This design comes from an exercise in tuning for small area on the open sky130 flow, not from production work. In this exercise RTL edits were held to simulation tests only and were not proved equivalent to the original. Power figures rest on the tool's default switching activity, not on a simulated workload.

==> flow/design.v <==
`timescale 1ps/1ps
module cf_mul (
  clk,
  data_a,
  data_b,
  data_p,
  ddata_in,
  ddata_out);
  parameter DELAY_DATA_WIDTH = 16;
  parameter DW = DELAY_DATA_WIDTH - 1;
  input           clk;
  input   [16:0]  data_a;
  input   [ 7:0]  data_b;
  output  [24:0]  data_p;
  input   [DW:0]  ddata_in;
  output  [DW:0]  ddata_out;
  reg             p1_sign;
  reg     [DW:0]  p1_ddata;
  reg     [23:0]  p1_data_p_0;
  reg     [23:0]  p1_data_p_1;
  reg     [23:0]  p1_data_p_2;
  reg     [23:0]  p1_data_p_3;
  reg     [23:0]  p1_data_p_4;
  reg             p2_sign;
  reg     [DW:0]  p2_ddata;
  reg     [23:0]  p2_data_p_0;
  reg     [23:0]  p2_data_p_1;
  reg             p3_sign;
  reg     [DW:0]  p3_ddata;
  reg     [23:0]  p3_data_p_0;
  reg     [DW:0]  ddata_out;
  reg     [24:0]  data_p;
  wire    [16:0]  p1_data_a_1p_17_s;
  wire    [16:0]  p1_data_a_1n_17_s;
  wire    [23:0]  p1_data_a_1p_s;
  wire    [23:0]  p1_data_a_1n_s;
  wire    [23:0]  p1_data_a_2p_s;
  wire    [23:0]  p1_data_a_2n_s;
  assign p1_data_a_1p_17_s = {1'b0, data_a[15:0]};
  assign p1_data_a_1n_17_s = ~p1_data_a_1p_17_s + 1'b1;
  assign p1_data_a_1p_s = {{7{p1_data_a_1p_17_s[16]}}, p1_data_a_1p_17_s};
  assign p1_data_a_1n_s = {{7{p1_data_a_1n_17_s[16]}}, p1_data_a_1n_17_s};
  assign p1_data_a_2p_s = {{6{p1_data_a_1p_17_s[16]}}, p1_data_a_1p_17_s, 1'b0};
  assign p1_data_a_2n_s = {{6{p1_data_a_1n_17_s[16]}}, p1_data_a_1n_17_s, 1'b0};
  always @(posedge clk) begin
    p1_sign <= data_a[16];
    p1_ddata <= ddata_in;
    case (data_b[1:0])
      2'b11: p1_data_p_0 <= p1_data_a_1n_s;
      2'b10: p1_data_p_0 <= p1_data_a_2n_s;
      2'b01: p1_data_p_0 <= p1_data_a_1p_s;
      default: p1_data_p_0 <= 24'd0;
    endcase
    case (data_b[3:1])
      3'b011: p1_data_p_1 <= {p1_data_a_2p_s[21:0], 2'd0};
      3'b100: p1_data_p_1 <= {p1_data_a_2n_s[21:0], 2'd0};
      3'b001: p1_data_p_1 <= {p1_data_a_1p_s[21:0], 2'd0};
      3'b010: p1_data_p_1 <= {p1_data_a_1p_s[21:0], 2'd0};
      3'b101: p1_data_p_1 <= {p1_data_a_1n_s[21:0], 2'd0};
      3'b110: p1_data_p_1 <= {p1_data_a_1n_s[21:0], 2'd0};
      default: p1_data_p_1 <= 24'd0;
    endcase
    case (data_b[5:3])
      3'b011: p1_data_p_2 <= {p1_data_a_2p_s[19:0], 4'd0};
      3'b100: p1_data_p_2 <= {p1_data_a_2n_s[19:0], 4'd0};
      3'b001: p1_data_p_2 <= {p1_data_a_1p_s[19:0], 4'd0};
      3'b010: p1_data_p_2 <= {p1_data_a_1p_s[19:0], 4'd0};
      3'b101: p1_data_p_2 <= {p1_data_a_1n_s[19:0], 4'd0};
      3'b110: p1_data_p_2 <= {p1_data_a_1n_s[19:0], 4'd0};
      default: p1_data_p_2 <= 24'd0;
    endcase
    case (data_b[7:5])
      3'b011: p1_data_p_3 <= {p1_data_a_2p_s[17:0], 6'd0};
      3'b100: p1_data_p_3 <= {p1_data_a_2n_s[17:0], 6'd0};
      3'b001: p1_data_p_3 <= {p1_data_a_1p_s[17:0], 6'd0};
      3'b010: p1_data_p_3 <= {p1_data_a_1p_s[17:0], 6'd0};
      3'b101: p1_data_p_3 <= {p1_data_a_1n_s[17:0], 6'd0};
      3'b110: p1_data_p_3 <= {p1_data_a_1n_s[17:0], 6'd0};
      default: p1_data_p_3 <= 24'd0;
    endcase
    case (data_b[7])
      1'b1: p1_data_p_4 <= {p1_data_a_1p_s[15:0], 8'd0};
      default: p1_data_p_4 <= 24'd0;
    endcase
  end
  always @(posedge clk) begin
    p2_sign <= p1_sign;
    p2_ddata <= p1_ddata;
    p2_data_p_0 <= p1_data_p_0 + p1_data_p_1 + p1_data_p_4;
    p2_data_p_1 <= p1_data_p_2 + p1_data_p_3;
  end
  always @(posedge clk) begin
    p3_sign <= p2_sign;
    p3_ddata <= p2_ddata;
    p3_data_p_0 <= p2_data_p_0 + p2_data_p_1;
  end
  always @(posedge clk) begin
    ddata_out <= p3_ddata;
    data_p <= {p3_sign, p3_data_p_0};
  end
endmodule
`timescale 1ps/1ps
module cf_add (
  clk,
  data_1,
  data_2,
  data_3,
  data_4,
  data_p,
  ddata_in,
  ddata_out);
  parameter DELAY_DATA_WIDTH = 16;
  parameter DW = DELAY_DATA_WIDTH - 1;
  input           clk;
  input   [24:0]  data_1;
  input   [24:0]  data_2;
  input   [24:0]  data_3;
  input   [24:0]  data_4;
  output  [ 7:0]  data_p;
  input   [DW:0]  ddata_in;
  output  [DW:0]  ddata_out;
  reg     [DW:0]  p1_ddata;
  reg     [24:0]  p1_data_1;
  reg     [24:0]  p1_data_2;
  reg     [24:0]  p1_data_3;
  reg     [24:0]  p1_data_4;
  reg     [DW:0]  p2_ddata;
  reg     [24:0]  p2_data_0;
  reg     [24:0]  p2_data_1;
  reg     [DW:0]  p3_ddata;
  reg     [24:0]  p3_data;
  reg     [DW:0]  ddata_out;
  reg     [ 7:0]  data_p;
  wire    [24:0]  p1_data_1_p_s;
  wire    [24:0]  p1_data_1_n_s;
  wire    [24:0]  p1_data_1_s;
  wire    [24:0]  p1_data_2_p_s;
  wire    [24:0]  p1_data_2_n_s;
  wire    [24:0]  p1_data_2_s;
  wire    [24:0]  p1_data_3_p_s;
  wire    [24:0]  p1_data_3_n_s;
  wire    [24:0]  p1_data_3_s;
  wire    [24:0]  p1_data_4_p_s;
  wire    [24:0]  p1_data_4_n_s;
  wire    [24:0]  p1_data_4_s;
  assign p1_data_1_p_s = {1'b0, data_1[23:0]};
  assign p1_data_1_n_s = ~p1_data_1_p_s + 1'b1;
  assign p1_data_1_s = (data_1[24] == 1'b1) ? p1_data_1_n_s : p1_data_1_p_s;
  assign p1_data_2_p_s = {1'b0, data_2[23:0]};
  assign p1_data_2_n_s = ~p1_data_2_p_s + 1'b1;
  assign p1_data_2_s = (data_2[24] == 1'b1) ? p1_data_2_n_s : p1_data_2_p_s;
  assign p1_data_3_p_s = {1'b0, data_3[23:0]};
  assign p1_data_3_n_s = ~p1_data_3_p_s + 1'b1;
  assign p1_data_3_s = (data_3[24] == 1'b1) ? p1_data_3_n_s : p1_data_3_p_s;
  assign p1_data_4_p_s = {1'b0, data_4[23:0]};
  assign p1_data_4_n_s = ~p1_data_4_p_s + 1'b1;
  assign p1_data_4_s = (data_4[24] == 1'b1) ? p1_data_4_n_s : p1_data_4_p_s;
  always @(posedge clk) begin
    p1_ddata <= ddata_in;
    p1_data_1 <= p1_data_1_s;
    p1_data_2 <= p1_data_2_s;
    p1_data_3 <= p1_data_3_s;
    p1_data_4 <= p1_data_4_s;
  end
  always @(posedge clk) begin
    p2_ddata <= p1_ddata;
    p2_data_0 <= p1_data_1 + p1_data_2;
    p2_data_1 <= p1_data_3 + p1_data_4;
  end
  always @(posedge clk) begin
    p3_ddata <= p2_ddata;
    p3_data <= p2_data_0 + p2_data_1;
  end
  always @(posedge clk) begin
    ddata_out <= p3_ddata;
    if (p3_data[24] == 1'b1) begin
      data_p <= 8'h00;
    end else if (p3_data[23:20] == 'd0) begin
      data_p <= p3_data[19:12];
    end else begin
      data_p <= 8'hff;
    end
  end
endmodule
module cf_csc_1 (
  clk,
  vs,
  hs,
  de,
  data,
  C1,
  C2,
  C3,
  C4,
  csc_vs,
  csc_hs,
  csc_de,
  csc_data_1);
  input           clk;
  input           vs;
  input           hs;
  input           de;
  input   [23:0]  data;
  input   [16:0]  C1;
  input   [16:0]  C2;
  input   [16:0]  C3;
  input   [24:0]  C4;
  output          csc_vs;
  output          csc_hs;
  output          csc_de;
  output  [ 7:0]  csc_data_1;
  wire    [24:0]  data_1_m_s;
  wire    [ 2:0]  ddata_1_m_s;
  wire    [24:0]  data_2_m_s;
  wire    [ 2:0]  ddata_2_m_s;
  wire    [24:0]  data_3_m_s;
  wire    [ 2:0]  ddata_3_m_s;
  wire    [ 2:0]  ddata_m_s;
  assign ddata_m_s = ddata_1_m_s & ddata_2_m_s & ddata_3_m_s;
  cf_mul #(.DELAY_DATA_WIDTH(3)) i_mul_c1 (
    .clk (clk),
    .data_a (C1),
    .data_b (data[23:16]),
    .data_p (data_1_m_s),
    .ddata_in ({vs, hs, de}),
    .ddata_out (ddata_1_m_s));
  cf_mul #(.DELAY_DATA_WIDTH(3)) i_mul_c2 (
    .clk (clk),
    .data_a (C2),
    .data_b (data[15:8]),
    .data_p (data_2_m_s),
    .ddata_in ({vs, hs, de}),
    .ddata_out (ddata_2_m_s));
  cf_mul #(.DELAY_DATA_WIDTH(3)) i_mul_c3 (
    .clk (clk),
    .data_a (C3),
    .data_b (data[7:0]),
    .data_p (data_3_m_s),
    .ddata_in ({vs, hs, de}),
    .ddata_out (ddata_3_m_s));
  cf_add #(.DELAY_DATA_WIDTH(3)) i_add_c4 (
    .clk (clk),
    .data_1 (data_1_m_s),
    .data_2 (data_2_m_s),
    .data_3 (data_3_m_s),
    .data_4 (C4),
    .data_p (csc_data_1),
    .ddata_in (ddata_m_s),
    .ddata_out ({csc_vs, csc_hs, csc_de}));
endmodule
module cf_csc_RGB2CrYCb (
  clk,
  RGB_vs,
  RGB_hs,
  RGB_de,
  RGB_data,
  CrYCb_vs,
  CrYCb_hs,
  CrYCb_de,
  CrYCb_data);
  input           clk;
  input           RGB_vs;
  input           RGB_hs;
  input           RGB_de;
  input   [23:0]  RGB_data;
  output          CrYCb_vs;
  output          CrYCb_hs;
  output          CrYCb_de;
  output  [23:0]  CrYCb_data;
  reg             CrYCb_vs;
  reg             CrYCb_hs;
  reg             CrYCb_de;
  reg     [23:0]  CrYCb_data;
  wire            Cr_vs_s;
  wire            Cr_hs_s;
  wire            Cr_de_s;
  wire    [ 7:0]  Cr_data_s;
  wire            Y_vs_s;
  wire            Y_hs_s;
  wire            Y_de_s;
  wire    [ 7:0]  Y_data_s;
  wire            Cb_vs_s;
  wire            Cb_hs_s;
  wire            Cb_de_s;
  wire    [ 7:0]  Cb_data_s;
  always @(posedge clk) begin
    CrYCb_vs <= Cr_vs_s & Y_vs_s & Cb_vs_s;
    CrYCb_hs <= Cr_hs_s & Y_hs_s & Cb_hs_s;
    CrYCb_de <= Cr_de_s & Y_de_s & Cb_de_s;
    CrYCb_data <= {Cr_data_s, Y_data_s, Cb_data_s};
  end
  cf_csc_1 i_csc_Cr (
    .clk (clk),
    .vs (RGB_vs),
    .hs (RGB_hs),
    .de (RGB_de),
    .data (RGB_data),
    .C1 (17'h00707),
    .C2 (17'h105e2),
    .C3 (17'h10124),
    .C4 (25'h0080000),
    .csc_vs (Cr_vs_s),
    .csc_hs (Cr_hs_s),
    .csc_de (Cr_de_s),
    .csc_data_1 (Cr_data_s));
  cf_csc_1 i_csc_Y (
    .clk (clk),
    .vs (RGB_vs),
    .hs (RGB_hs),
    .de (RGB_de),
    .data (RGB_data),
    .C1 (17'h0041b),
    .C2 (17'h00810),
    .C3 (17'h00191),
    .C4 (25'h0010000),
    .csc_vs (Y_vs_s),
    .csc_hs (Y_hs_s),
    .csc_de (Y_de_s),
    .csc_data_1 (Y_data_s));
  cf_csc_1 i_csc_Cb (
    .clk (clk),
    .vs (RGB_vs),
    .hs (RGB_hs),
    .de (RGB_de),
    .data (RGB_data),
    .C1 (17'h1025f),
    .C2 (17'h104a7),
    .C3 (17'h00707),
    .C4 (25'h0080000),
    .csc_vs (Cb_vs_s),
    .csc_hs (Cb_hs_s),
    .csc_de (Cb_de_s),
    .csc_data_1 (Cb_data_s));
endmodule
module cf_ss_444to422 (
  clk,
  s444_vs,
  s444_hs,
  s444_de,
  s444_data,
  s422_vs,
  s422_hs,
  s422_de,
  s422_data);
  input           clk;
  input           s444_vs;
  input           s444_hs;
  input           s444_de;
  input   [23:0]  s444_data;
  output          s422_vs;
  output          s422_hs;
  output          s422_de;
  output  [15:0]  s422_data;
  reg             s444_vs_d;
  reg             s444_hs_d;
  reg             s444_de_d;
  reg     [23:0]  s444_data_d;
  reg             s444_vs_2d;
  reg             s444_hs_2d;
  reg             s444_de_2d;
  reg     [23:0]  s444_data_2d;
  reg             s444_vs_3d;
  reg             s444_hs_3d;
  reg             s444_de_3d;
  reg     [23:0]  s444_data_3d;
  reg     [ 7:0]  Cr;
  reg     [ 7:0]  Cb;
  reg             Cr_Cb_sel;
  reg             s422_vs;
  reg             s422_hs;
  reg             s422_de;
  reg     [15:0]  s422_data;
  wire    [23:0]  s444_data_s;
  wire    [ 9:0]  Cr_s;
  wire    [ 9:0]  Cb_s;
  assign s444_data_s = (s444_de == 1'b1) ? s444_data : 24'd0;
  always @(posedge clk) begin
    s444_vs_d <= s444_vs;
    s444_hs_d <= s444_hs;
    s444_de_d <= s444_de;
    s444_data_d <= s444_data_s;
    s444_vs_2d <= s444_vs_d;
    s444_hs_2d <= s444_hs_d;
    s444_de_2d <= s444_de_d;
    s444_data_2d <= s444_data_d;
    s444_vs_3d <= s444_vs_2d;
    s444_hs_3d <= s444_hs_2d;
    s444_de_3d <= s444_de_2d;
    s444_data_3d <= s444_data_2d;
  end
  assign Cr_s = {2'd0, s444_data_d[23:16]} + {2'd0, s444_data_3d[23:16]} +
    {1'd0, s444_data_2d[23:16], 1'd0};
  assign Cb_s = {2'd0, s444_data_d[7:0]} + {2'd0, s444_data_3d[7:0]} +
    {1'd0, s444_data_2d[7:0], 1'd0};
  always @(posedge clk) begin
    Cr <= Cr_s[9:2];
    Cb <= Cb_s[9:2];
    if (s444_de_3d == 1'b1) begin
      Cr_Cb_sel <= ~Cr_Cb_sel;
    end else begin
      Cr_Cb_sel <= 'd0;
    end
  end
  always @(posedge clk) begin
    s422_vs <= s444_vs_3d;
    s422_hs <= s444_hs_3d;
    s422_de <= s444_de_3d;
    if (s444_de_3d == 1'b0) begin
      s422_data <= 'd0;
    end else if (Cr_Cb_sel == 1'b1) begin
      s422_data <= {Cr, s444_data_3d[15:8]};
    end else begin
      s422_data <= {Cb, s444_data_3d[15:8]};
    end
  end
endmodule
module cf_hdmi (
  hdmi_clk,
  rst,
  hdmi_vsync,
  hdmi_hsync,
  hdmi_data_e,
  hdmi_data,
  hdmi_fs_toggle,
  hdmi_raddr_g,
  hdmi_tpm_oos,
  mem_raddr,
  mem_rdata,
  vdma_fs_ret_toggle,
  vdma_fs_waddr,
  up_enable,
  up_tpg_enable,
  up_csc_bypass,
  up_hs_width,
  up_hs_count,
  up_hs_de_min,
  up_hs_de_max,
  up_vs_width,
  up_vs_count,
  up_vs_de_min,
  up_vs_de_max,
  up_cp_en,
  up_cp);
  input           hdmi_clk;
  input           rst;
  output          hdmi_vsync;
  output          hdmi_hsync;
  output          hdmi_data_e;
  output  [15:0]  hdmi_data;
  output          hdmi_fs_toggle;
  output  [ 8:0]  hdmi_raddr_g;
  output          hdmi_tpm_oos;
  output  [ 8:0]  mem_raddr;
  input   [47:0]  mem_rdata;
  input           vdma_fs_ret_toggle;
  input   [ 8:0]  vdma_fs_waddr;
  input           up_enable;
  input           up_tpg_enable;
  input           up_csc_bypass;
  input   [15:0]  up_hs_width;
  input   [15:0]  up_hs_count;
  input   [15:0]  up_hs_de_min;
  input   [15:0]  up_hs_de_max;
  input   [15:0]  up_vs_width;
  input   [15:0]  up_vs_count;
  input   [15:0]  up_vs_de_min;
  input   [15:0]  up_vs_de_max;
  input           up_cp_en;
  input   [23:0]  up_cp;
  reg             hdmi_up_enable_m1;
  reg             hdmi_up_enable_m2;
  reg             hdmi_up_enable_m3;
  reg             hdmi_up_enable;
  reg             hdmi_up_tpg_enable;
  reg             hdmi_up_csc_bypass;
  reg     [15:0]  hdmi_up_hs_width;
  reg     [15:0]  hdmi_up_hs_count;
  reg     [15:0]  hdmi_up_hs_de_min;
  reg     [15:0]  hdmi_up_hs_de_max;
  reg     [15:0]  hdmi_up_vs_width;
  reg     [15:0]  hdmi_up_vs_count;
  reg     [15:0]  hdmi_up_vs_de_min;
  reg     [15:0]  hdmi_up_vs_de_max;
  reg             hdmi_up_cp_en_m1;
  reg             hdmi_up_cp_en_m2;
  reg             hdmi_up_cp_en_m3;
  reg             hdmi_up_cp_en;
  reg     [23:0]  hdmi_up_cp;
  reg     [15:0]  hdmi_hs_count;
  reg     [15:0]  hdmi_vs_count;
  reg             hdmi_fs_ret_toggle_m1;
  reg             hdmi_fs_ret_toggle_m2;
  reg             hdmi_fs_ret_toggle_m3;
  reg             hdmi_fs_ret;
  reg     [ 8:0]  hdmi_fs_waddr;
  reg             hdmi_fs_toggle;
  reg     [ 8:0]  hdmi_raddr_g;
  reg             hdmi_vs;
  reg             hdmi_hs;
  reg             hdmi_de;
  reg     [ 9:0]  hdmi_raddr;
  reg             hdmi_vs_d;
  reg             hdmi_hs_d;
  reg             hdmi_de_d;
  reg             hdmi_data_sel_d;
  reg             hdmi_vs_2d;
  reg             hdmi_hs_2d;
  reg             hdmi_de_2d;
  reg             hdmi_data_sel_2d;
  reg     [47:0]  hdmi_data_2d;
  reg     [23:0]  hdmi_tpm_data;
  reg     [ 4:0]  hdmi_tpm_mismatch_count;
  reg             hdmi_tpm_oos;
  reg             hdmi_vs_444;
  reg             hdmi_hs_444;
  reg             hdmi_de_444;
  reg     [23:0]  hdmi_data_444;
  reg             hdmi_vs_422;
  reg             hdmi_hs_422;
  reg             hdmi_de_422;
  reg     [15:0]  hdmi_data_422;
  reg             hdmi_vsync;
  reg             hdmi_hsync;
  reg             hdmi_data_e;
  reg     [15:0]  hdmi_data;
  wire    [15:0]  hdmi_up_hs_count_s;
  wire    [15:0]  hdmi_up_vs_count_s;
  wire            hdmi_fs_s;
  wire            hdmi_hs_s;
  wire            hdmi_vs_s;
  wire            hdmi_hs_de_s;
  wire            hdmi_vs_de_s;
  wire            hdmi_fs_ret_s;
  wire    [47:0]  hdmi_rdata_s;
  wire    [23:0]  hdmi_data_2d_s;
  wire            hdmi_tpm_mismatch_s;
  wire    [23:0]  hdmi_tpg_data_s;
  wire            csc_vs_s;
  wire            csc_hs_s;
  wire            csc_de_s;
  wire    [23:0]  csc_data_s;
  wire            hdmi_vs_422_s;
  wire            hdmi_hs_422_s;
  wire            hdmi_de_422_s;
  wire    [15:0]  hdmi_data_422_s;
  function [8:0] b2g;
    input [8:0] b;
    reg   [8:0] g;
    begin
      g[8] = b[8];
      g[7] = b[8] ^ b[7];
      g[6] = b[7] ^ b[6];
      g[5] = b[6] ^ b[5];
      g[4] = b[5] ^ b[4];
      g[3] = b[4] ^ b[3];
      g[2] = b[3] ^ b[2];
      g[1] = b[2] ^ b[1];
      g[0] = b[1] ^ b[0];
      b2g = g;
    end
  endfunction
  assign mem_raddr = hdmi_raddr[9:1];
  assign hdmi_rdata_s = mem_rdata;
  assign hdmi_up_hs_count_s = hdmi_up_hs_count - 1'b1;
  assign hdmi_up_vs_count_s = hdmi_up_vs_count - 1'b1;
  always @(posedge hdmi_clk) begin
    if (rst == 1'b1) begin
      hdmi_up_enable_m1 <= 'd0;
      hdmi_up_enable_m2 <= 'd0;
      hdmi_up_enable_m3 <= 'd0;
      hdmi_up_enable <= 'd0;
      hdmi_up_tpg_enable <= 'd0;
      hdmi_up_csc_bypass <= 'd0;
      hdmi_up_hs_width <= 'd0;
      hdmi_up_hs_count <= 'd0;
      hdmi_up_hs_de_min <= 'd0;
      hdmi_up_hs_de_max <= 'd0;
      hdmi_up_vs_width <= 'd0;
      hdmi_up_vs_count <= 'd0;
      hdmi_up_vs_de_min <= 'd0;
      hdmi_up_vs_de_max <= 'd0;
      hdmi_up_cp_en_m1 <= 'd0;
      hdmi_up_cp_en_m2 <= 'd0;
      hdmi_up_cp_en_m3 <= 'd0;
      hdmi_up_cp_en <= 'd0;
      hdmi_up_cp <= 'd0;
    end else begin
      hdmi_up_enable_m1 <= up_enable;
      hdmi_up_enable_m2 <= hdmi_up_enable_m1;
      hdmi_up_enable_m3 <= hdmi_up_enable_m2;
      hdmi_up_enable <= hdmi_up_enable_m3;
      if ((hdmi_up_enable_m2 == 1'b1) && (hdmi_up_enable_m3 == 1'b0)) begin
        hdmi_up_tpg_enable <= up_tpg_enable;
        hdmi_up_csc_bypass <= up_csc_bypass;
        hdmi_up_hs_width <= up_hs_width;
        hdmi_up_hs_count <= up_hs_count;
        hdmi_up_hs_de_min <= up_hs_de_min;
        hdmi_up_hs_de_max <= up_hs_de_max;
        hdmi_up_vs_width <= up_vs_width;
        hdmi_up_vs_count <= up_vs_count;
        hdmi_up_vs_de_min <= up_vs_de_min;
        hdmi_up_vs_de_max <= up_vs_de_max;
      end
      hdmi_up_cp_en_m1 <= up_cp_en;
      hdmi_up_cp_en_m2 <= hdmi_up_cp_en_m1;
      hdmi_up_cp_en_m3 <= hdmi_up_cp_en_m2;
      hdmi_up_cp_en <= hdmi_up_cp_en_m3;
      if ((hdmi_up_cp_en_m2 == 1'b1) && (hdmi_up_cp_en_m3 == 1'b0)) begin
        hdmi_up_cp <= up_cp;
      end
    end
  end
  assign hdmi_fs_s = ((hdmi_hs_count == 1) && (hdmi_vs_count == hdmi_up_vs_width)) ?
    hdmi_up_enable : 1'b0;
  assign hdmi_hs_s = (hdmi_hs_count < hdmi_up_hs_width) ? hdmi_up_enable : 1'b0;
  assign hdmi_vs_s = (hdmi_vs_count < hdmi_up_vs_width) ? hdmi_up_enable : 1'b0;
  assign hdmi_hs_de_s = ((hdmi_hs_count < hdmi_up_hs_de_min) ||
    (hdmi_hs_count >= hdmi_up_hs_de_max)) ? 1'b0 : hdmi_up_enable;
  assign hdmi_vs_de_s = ((hdmi_vs_count < hdmi_up_vs_de_min) ||
    (hdmi_vs_count >= hdmi_up_vs_de_max)) ? 1'b0 : hdmi_up_enable;
  always @(posedge hdmi_clk) begin
    if (rst == 1'b1) begin
      hdmi_hs_count <= 'd0;
      hdmi_vs_count <= 'd0;
    end else begin
      if (hdmi_hs_count >= hdmi_up_hs_count_s) begin
        hdmi_hs_count <= 0;
      end else begin
        hdmi_hs_count <= hdmi_hs_count + 1'b1;
      end
      if (hdmi_hs_count >= hdmi_up_hs_count_s) begin
        if (hdmi_vs_count >= hdmi_up_vs_count_s) begin
          hdmi_vs_count <= 0;
        end else begin
          hdmi_vs_count <= hdmi_vs_count + 1'b1;
        end
      end
    end
  end
  assign hdmi_fs_ret_s = hdmi_fs_ret_toggle_m2 ^ hdmi_fs_ret_toggle_m3;
  always @(posedge hdmi_clk) begin
    if (rst == 1'b1) begin
      hdmi_fs_ret_toggle_m1 <= 'd0;
      hdmi_fs_ret_toggle_m2 <= 'd0;
      hdmi_fs_ret_toggle_m3 <= 'd0;
      hdmi_fs_ret <= 'd0;
      hdmi_fs_waddr <= 'd0;
      hdmi_fs_toggle <= 'd0;
      hdmi_raddr_g <= 'd0;
    end else begin
      hdmi_fs_ret_toggle_m1 <= vdma_fs_ret_toggle;
      hdmi_fs_ret_toggle_m2 <= hdmi_fs_ret_toggle_m1;
      hdmi_fs_ret_toggle_m3 <= hdmi_fs_ret_toggle_m2;
      hdmi_fs_ret <= hdmi_fs_ret_s;
      if (hdmi_fs_ret_s == 1'b1) begin
        hdmi_fs_waddr <= vdma_fs_waddr;
      end
      if (hdmi_fs_s == 1'b1) begin
        hdmi_fs_toggle <= ~hdmi_fs_toggle;
      end
      hdmi_raddr_g <= b2g(hdmi_raddr[9:1]);
    end
  end
  always @(posedge hdmi_clk) begin
    if (rst == 1'b1) begin
      hdmi_vs <= 'd0;
      hdmi_hs <= 'd0;
      hdmi_de <= 'd0;
      hdmi_raddr <= 'd0;
      hdmi_vs_d <= 'd0;
      hdmi_hs_d <= 'd0;
      hdmi_de_d <= 'd0;
      hdmi_data_sel_d <= 'd0;
      hdmi_vs_2d <= 'd0;
      hdmi_hs_2d <= 'd0;
      hdmi_de_2d <= 'd0;
      hdmi_data_sel_2d <= 'd0;
      hdmi_data_2d <= 'd0;
    end else begin
      hdmi_vs <= hdmi_vs_s;
      hdmi_hs <= hdmi_hs_s;
      hdmi_de <= hdmi_hs_de_s & hdmi_vs_de_s;
      if (hdmi_fs_ret == 1'b1) begin
        hdmi_raddr <= {hdmi_fs_waddr, 1'b0};
      end else if (hdmi_de == 1'b1) begin
        hdmi_raddr <= hdmi_raddr + 1;
      end
      hdmi_vs_d <= hdmi_vs;
      hdmi_hs_d <= hdmi_hs;
      hdmi_de_d <= hdmi_de;
      hdmi_data_sel_d <= hdmi_raddr[0];
      hdmi_vs_2d <= hdmi_vs_d;
      hdmi_hs_2d <= hdmi_hs_d;
      hdmi_de_2d <= hdmi_de_d;
      hdmi_data_sel_2d <= hdmi_data_sel_d;
      hdmi_data_2d <= hdmi_rdata_s;
    end
  end
  assign hdmi_data_2d_s = (hdmi_data_sel_2d == 1'b1) ? hdmi_data_2d[47:24] : hdmi_data_2d[23:0];
  assign hdmi_tpm_mismatch_s = (hdmi_data_2d_s == hdmi_tpm_data) ? 1'b0 : hdmi_de_2d;
  assign hdmi_tpg_data_s = hdmi_tpm_data;
  always @(posedge hdmi_clk) begin
    if (rst == 1'b1) begin
      hdmi_tpm_data <= 'd0;
      hdmi_tpm_mismatch_count <= 'd0;
      hdmi_tpm_oos <= 'd0;
    end else begin
      if (hdmi_fs_ret == 1'b1) begin
        hdmi_tpm_data <= 'd0;
      end else if (hdmi_de_2d == 1'b1) begin
        hdmi_tpm_data <= hdmi_tpm_data + 1'b1;
      end
      if (hdmi_tpm_mismatch_s == 1'b1) begin
        hdmi_tpm_mismatch_count <= 5'h10;
      end else if (hdmi_tpm_mismatch_count[4] == 1'b1) begin
        hdmi_tpm_mismatch_count <= hdmi_tpm_mismatch_count + 1'b1;
      end
      hdmi_tpm_oos <= hdmi_tpm_mismatch_count[4];
    end
  end
  always @(posedge hdmi_clk) begin
    if (rst == 1'b1) begin
      hdmi_vs_444 <= 'd0;
      hdmi_hs_444 <= 'd0;
      hdmi_de_444 <= 'd0;
      hdmi_data_444 <= 'd0;
      hdmi_vs_422 <= 'd0;
      hdmi_hs_422 <= 'd0;
      hdmi_de_422 <= 'd0;
      hdmi_data_422 <= 'd0;
      hdmi_vsync <= 'd0;
      hdmi_hsync <= 'd0;
      hdmi_data_e <= 'd0;
      hdmi_data <= 'd0;
    end else begin
      hdmi_vs_444 <= hdmi_vs_2d;
      hdmi_hs_444 <= hdmi_hs_2d;
      hdmi_de_444 <= hdmi_de_2d;
      if (hdmi_up_cp_en == 1'b1) begin
        hdmi_data_444 <= hdmi_up_cp;
      end else if (hdmi_up_tpg_enable == 1'b1) begin
        hdmi_data_444 <= hdmi_tpg_data_s;
      end else begin
        hdmi_data_444 <= hdmi_data_2d_s;
      end
      if (hdmi_up_csc_bypass == 1'b1) begin
        hdmi_vs_422 <= hdmi_vs_444;
        hdmi_hs_422 <= hdmi_hs_444;
        hdmi_de_422 <= hdmi_de_444;
        hdmi_data_422 <= hdmi_data_444[15:0];
      end else begin
        hdmi_vs_422 <= hdmi_vs_422_s;
        hdmi_hs_422 <= hdmi_hs_422_s;
        hdmi_de_422 <= hdmi_de_422_s;
        hdmi_data_422 <= hdmi_data_422_s;
      end
      hdmi_vsync <= hdmi_vs_422;
      hdmi_hsync <= hdmi_hs_422;
      hdmi_data_e <= hdmi_de_422;
      hdmi_data <= hdmi_data_422;
    end
  end
  cf_csc_RGB2CrYCb i_csc (
    .clk (hdmi_clk),
    .RGB_vs (hdmi_vs_444),
    .RGB_hs (hdmi_hs_444),
    .RGB_de (hdmi_de_444),
    .RGB_data (hdmi_data_444),
    .CrYCb_vs (csc_vs_s),
    .CrYCb_hs (csc_hs_s),
    .CrYCb_de (csc_de_s),
    .CrYCb_data (csc_data_s));
  cf_ss_444to422 i_ss (
    .clk (hdmi_clk),
    .s444_vs (csc_vs_s),
    .s444_hs (csc_hs_s),
    .s444_de (csc_de_s),
    .s444_data (csc_data_s),
    .s422_vs (hdmi_vs_422_s),
    .s422_hs (hdmi_hs_422_s),
    .s422_de (hdmi_de_422_s),
    .s422_data (hdmi_data_422_s));
endmodule
==> flow/run.sh <==
#!/bin/bash
# synth_recipe.tcl (not shown) runs the flow's synth.tcl, then flattens the netlist and writes it again
# the make line also repeats each setting of config.mk as NAME=value (left out here)
make -C /OpenROAD-flow-scripts/flow DESIGN_CONFIG=/design/flow/config.mk WORK_HOME=/design/flow/orfs CLKGATE_MAP_FILE= SYNTH_SCRIPT=/design/flow/synth_recipe.tcl finish
==> flow/config.mk <==
export PLATFORM = sky130hd
export DESIGN_NAME = cf_hdmi
export DESIGN_NICKNAME = cf_hdmi
export VERILOG_FILES = /design/flow/design.v
export SDC_FILE = /design/flow/constraint.sdc
export NUM_CORES = 4
export LEC_CHECK = 0
export CAP_MARGIN = 20
export CORE_MARGIN = 2
export CORE_UTILIZATION = 40
export PLACE_DENSITY = 0.6
export SLEW_MARGIN = 20
==> flow/constraint.sdc <==
create_clock -name core_clock -period 5.0 [get_ports {hdmi_clk}]
set_input_delay 1.0000 -clock core_clock [delete_from_list [all_inputs] [get_ports {hdmi_clk}]]
set_output_delay 1.0000 -clock core_clock [all_outputs]
set_load 0.01 [all_outputs]
==> run notes <==
-- worst register-to-register path: cells and delay by family, from the launching register on --
kind                       cells  cell delay (ns)
AOI/OAI and AO/OA              5             1.88
adders and majority gates      2             0.99
DFF                            1             0.53
and+or+nand+nor                2             0.27
buffers and inverters          1             0.14
-- synthesized netlist by cell type (90+ instances only) --
cell	number	area (µm²)
dfxtp_1	1784	35700
ha_1	680	8510
nand2_1	637	2390
a21oi_1	627	3140
nor2_1	516	1940
xnor2_1	442	3870
inv_1	344	1290
o21ai_0	324	1620
nor2b_1	199	1240
xor2_1	194	1700
a21o_1	185	1390
clkbuf_1	182	683
nor3_1	120	601
nand3_1	110	551
o21a_1	90	676
-- final cells by class --
| class | instances | area (µm²) |
|---|---|---|
| antenna | 11 | 27.5 |
| clock buffer | 248 | 5250 |
| clock inverter | 94 | 1460 |
| fill | 17200 | 97700 |
| inverter | 347 | 1300 |
| multi-input combinational | 5146 | 36000 |
| sequential | 1784 | 35700 |
| tap | 2464 | 3080 |
| timing repair buffer | 270 | 2710 |
-- routing by layer --
metal / part of all wire (%) / up-vias / routed length (µm)
met3: 3.9 / 282 / 7670
met5: 0.010 / - / 20
met2: 47 / 1024 / 91000
met1: 46 / 24700 / 89100
li1: - / 26400 / -
met4: 3.3 / 2 / 6440
-- logic make-up after synthesis --
group | after synthesis | share of synthesized area [%]
buffers and inverters | 562 | 2.91
AO/OA/AOI/OAI | 1675 | 14.1
AND/OR/NAND/NOR | 2027 | 13.1
multiplexers | 70 | 0.957
flip-flops | 1784 | 48.3
adder cells (fa/ha/maj) | 738 | 13.1
XOR/XNOR | 636 | 7.54
-- report_power, final --
| group | internal [µW] | switching, µW | leakage [µW] |
|---|---|---|---|
| Sequential | 16900 | 1450 | 0.0148 |
| Combinational | 3790 | 5240 | 0.0190 |
| Clock | 8670 | 5980 | 0.00322 |
-- worst max path at each step --
stage | startpoint | endpoint | slack (ns) | cells after the start
2_1_floorplan | hdmi_up_vs_count[5]$_SDFFE_PP0P_ | hdmi_vs_count[14]$_SDFFE_PP0P_ | 1.54 | 13
5_1_grt | hdmi_up_hs_count[2]$_SDFFE_PP0P_ | hdmi_vs_count[11]$_SDFFE_PP0P_ | 0.60 | 13
4_1_cts | i_csc.i_csc_Cb.i_mul_c1.p1_data_p_1[22]$_SDFF_PN0_ | i_csc.i_csc_Cr.i_mul_c1.p2_data_p_0[23]$_DFF_P_ | 1.06 | 10
3_3_place_gp | hdmi_up_vs_count[5]$_SDFFE_PP0P_ | hdmi_vs_count[11]$_SDFFE_PP0P_ | 1.14 | 11
6_report | i_csc.i_csc_Cb.i_mul_c1.p1_data_p_1[22]$_SDFF_PN0_ | i_csc.i_csc_Cr.i_mul_c1.p2_data_p_0[23]$_DFF_P_ | 1.06 | 10
3_5_place_dp | i_csc.i_csc_Cb.i_mul_c1.p1_data_p_1[22]$_SDFF_PN0_ | i_csc.i_csc_Cr.i_mul_c1.p2_data_p_0[23]$_DFF_P_ | 1.07 | 10
-- per-stage QoR --
step	instance area [µm²]	utilization (%)	hold WS, ns	setup slack (ns)
finish	85600	46.7	0.293	1.06
CTS	85500	46.7	0.291	1.06
floorplan	73900	-	0.310	1.54
global placement	78800	43.0	0.310	1.14
detailed placement	78800	43.0	0.312	1.07
global route	85600	46.7	0.299	0.602
==> summary.md <==
| Metric | Value |
|---|---|
| Root buffer cell | `clkbuf_16` |
| Post-Syn Area | `73900 µm²` |
| First-pass GRT wire length | `296000 µm` |
| Peak Freq | `254 MHz` |
| Layout Nets | `8687` |
| Hold depth | `0` |
| DIE AREA | `188000 µm²` |
| Max-slew headroom | `25.7%` |
| Post CTS Setup Buffer Count | `0` |
| Max Fanout on Critical Path | `12` |
| DP Cell Count | `10000` |
| CP Capture Type | `flip-flop` |
| Final TNS setup | `0 ns` |
| Worst path max stage delay | `0.63 ns` |
| # port buffers | `254` |
| Synthesized area per cell | `9.86 µm²` |
| Mapped Nets | `8446` |
| Commonest non-fill, non-tap cells in the layout | `dfxtp_1 (1784), ha_1 (680), nand2_1 (637)` |
| Synthesis-stage register bit count | `1784` |
| CORE AREA | `183000 µm²` |
| Antenna-violating nets left | `0` |
| Critical path required time | `5.68 ns` |
| PwrDens | `491 nW/µm²` |
| Non-filler cells, final | `10400` |
| YS warnings | `5` |
| Biggest register | `hdmi_data_2d` |
| Slowest-stage cell, CP | `o311ai_0` |
| DRC | `0` |
| Worst skew pair latency | `0.85 ns` |
| Final hold viol count | `0` |
| CTS tree | `done` |
| Worst Skew | `0.0645 ns` |
| Wire length per cell | `18.7 µm` |
| Routability cong. | `0.868` |
| Num CTS Buffers | `184` |
| Reg2reg start | `i_csc.i_csc_Cb.i_mul_c1.p1_data_p_1[22]$_SDFF_PN0_` |
| Largest delay share family, worst path | `compound AO/OA/AOI/OAI gates` |
| Rows | `157` |
| Gr busiest metal | `met2` |
| Final Max Slew Viols | `0` |
| Grt total ovfl | `0` |
| Synth cell types | `80` |
| Post-synth EDFFs | `0` |
| Syn Inst Count | `7492` |
| Crit-path most repeated cell | `ha_1` |
| Setup slack, reg-to-reg | `1.06 ns` |
| Post-CTS resize count | `0` |
| Met2 usage | `33.8%` |
| Tot GR Track Use | `20.4%` |
| Met3 usage | `3.02%` |
| Most common cell after layout, fill and taps aside | `dfxtp_1` |
| Max Cap Viol | `0` |
| Hold path start | `i_csc.i_csc_Y.i_mul_c1.p3_data_p_0[4]$_DFF_P_` |
| Vias in the first global route | `51000` |
| R2R depth | `10` |
| Worst path bufs/invs | `1` |
| Ys flop type | `dfxtp_1` |
| Unrepaired setup endpoints after global routing | `false` |
| Die width | `434 µm` |
| Hold_buf cts | `0` |
| CP Class | `flip-flop to flip-flop` |
| Via count | `52400` |
| Worst slew pin tran | `1.11 ns` |
| Status | `no timing/DRC/antenna violations` |
| Hold endpoint | `i_csc.i_csc_Y.i_mul_c1.data_p[4]$_DFF_P_` |
| FF-to-FF End | `i_csc.i_csc_Cr.i_mul_c1.p2_data_p_0[23]$_DFF_P_` |
| Drt pass-1 iters | `5` |
| Final wirelength | `194000 µm` |
| Initial Utilization | `40.3%` |
| Regs by FF count | `hdmi_data_2d (48), i_csc.i_csc_Cb.i_add_c4.p1_data_1 (25), i_csc.i_csc_Cb.i_add_c4.p2_data_0 (25)` |
| Fraction of registers with async set/reset | `0%` |
| Fin crit period | `3.94 ns` |
| Vias per cell | `5.05` |
| CTS clk-pin slew, worst paths | `0.06 ns` |
| Clk buf depth | `3` |
| Layout cells sized above 1 | `5.01%` |
| Pin count of the biggest net entering global routing | `118` |
| Hold crit path type | `flip-flop to flip-flop` |
| Initial drt markers | `3117` |
| Layout area overhead | `15.8%` |
| Crit share post-route | `78.7%` |
| Grt met1 use | `26.8%` |
| Final-report setup violation count | `0` |
| Clock Sinks | `1784` |
| Pwr Total | `42100 µW` |
| Largest register FFs | `48` |
| CP cell instances | `inv_1, ha_1, ha_1, nand2b_1, o311ai_0, a221oi_1, o31ai_1, a31o_2, nand2_1, o2bb2ai_1` |
| Worst vdd ir | `0.436 mV` |
| Critical Path Start Type | `flip-flop` |
| I/O Pins | `255` |
| Seq/Total Area, Yosys | `48.3%` |
| Die Ht | `434 µm` |
| H-Tree Depth | `4` |
| Detail Placement HPWL | `151000 µm` |
| Pleak | `0.0370 µW` |
| Antenna violations before repair | `22` |
| CP arrival | `4.62 ns` |

separate check: timing with driven ports:
The results above use ideal ports. As a check the final layout listed here was re-extracted and re-timed, cells and wires unchanged. Step 1 (the two cells are an assumption about what drives the block):
set clk [get_ports {hdmi_clk}]
set_driving_cell -lib_cell sky130_fd_sc_hd__clkbuf_16 $clk
set_driving_cell -lib_cell sky130_fd_sc_hd__buf_2 [delete_from_list [all_inputs] $clk]
Step 2, shift: input delay + t, output delay - t, t = (earliest + latest rising clock arrival at the registers) / 2. This alone moves slack from input paths to output paths. Three values: ideal, step 1, step 2; two values: the first two.
t (ns): 0.897
setup WS [ns]: 1.064 / 1.064 / 1.064
latest minus earliest clock arrival (ns): 0.079 / 0.079
After both steps this run still meets setup and hold. For this run, drivers alone change the setup slack by 0.000 ns; drivers and shift together by 0.000 ns.
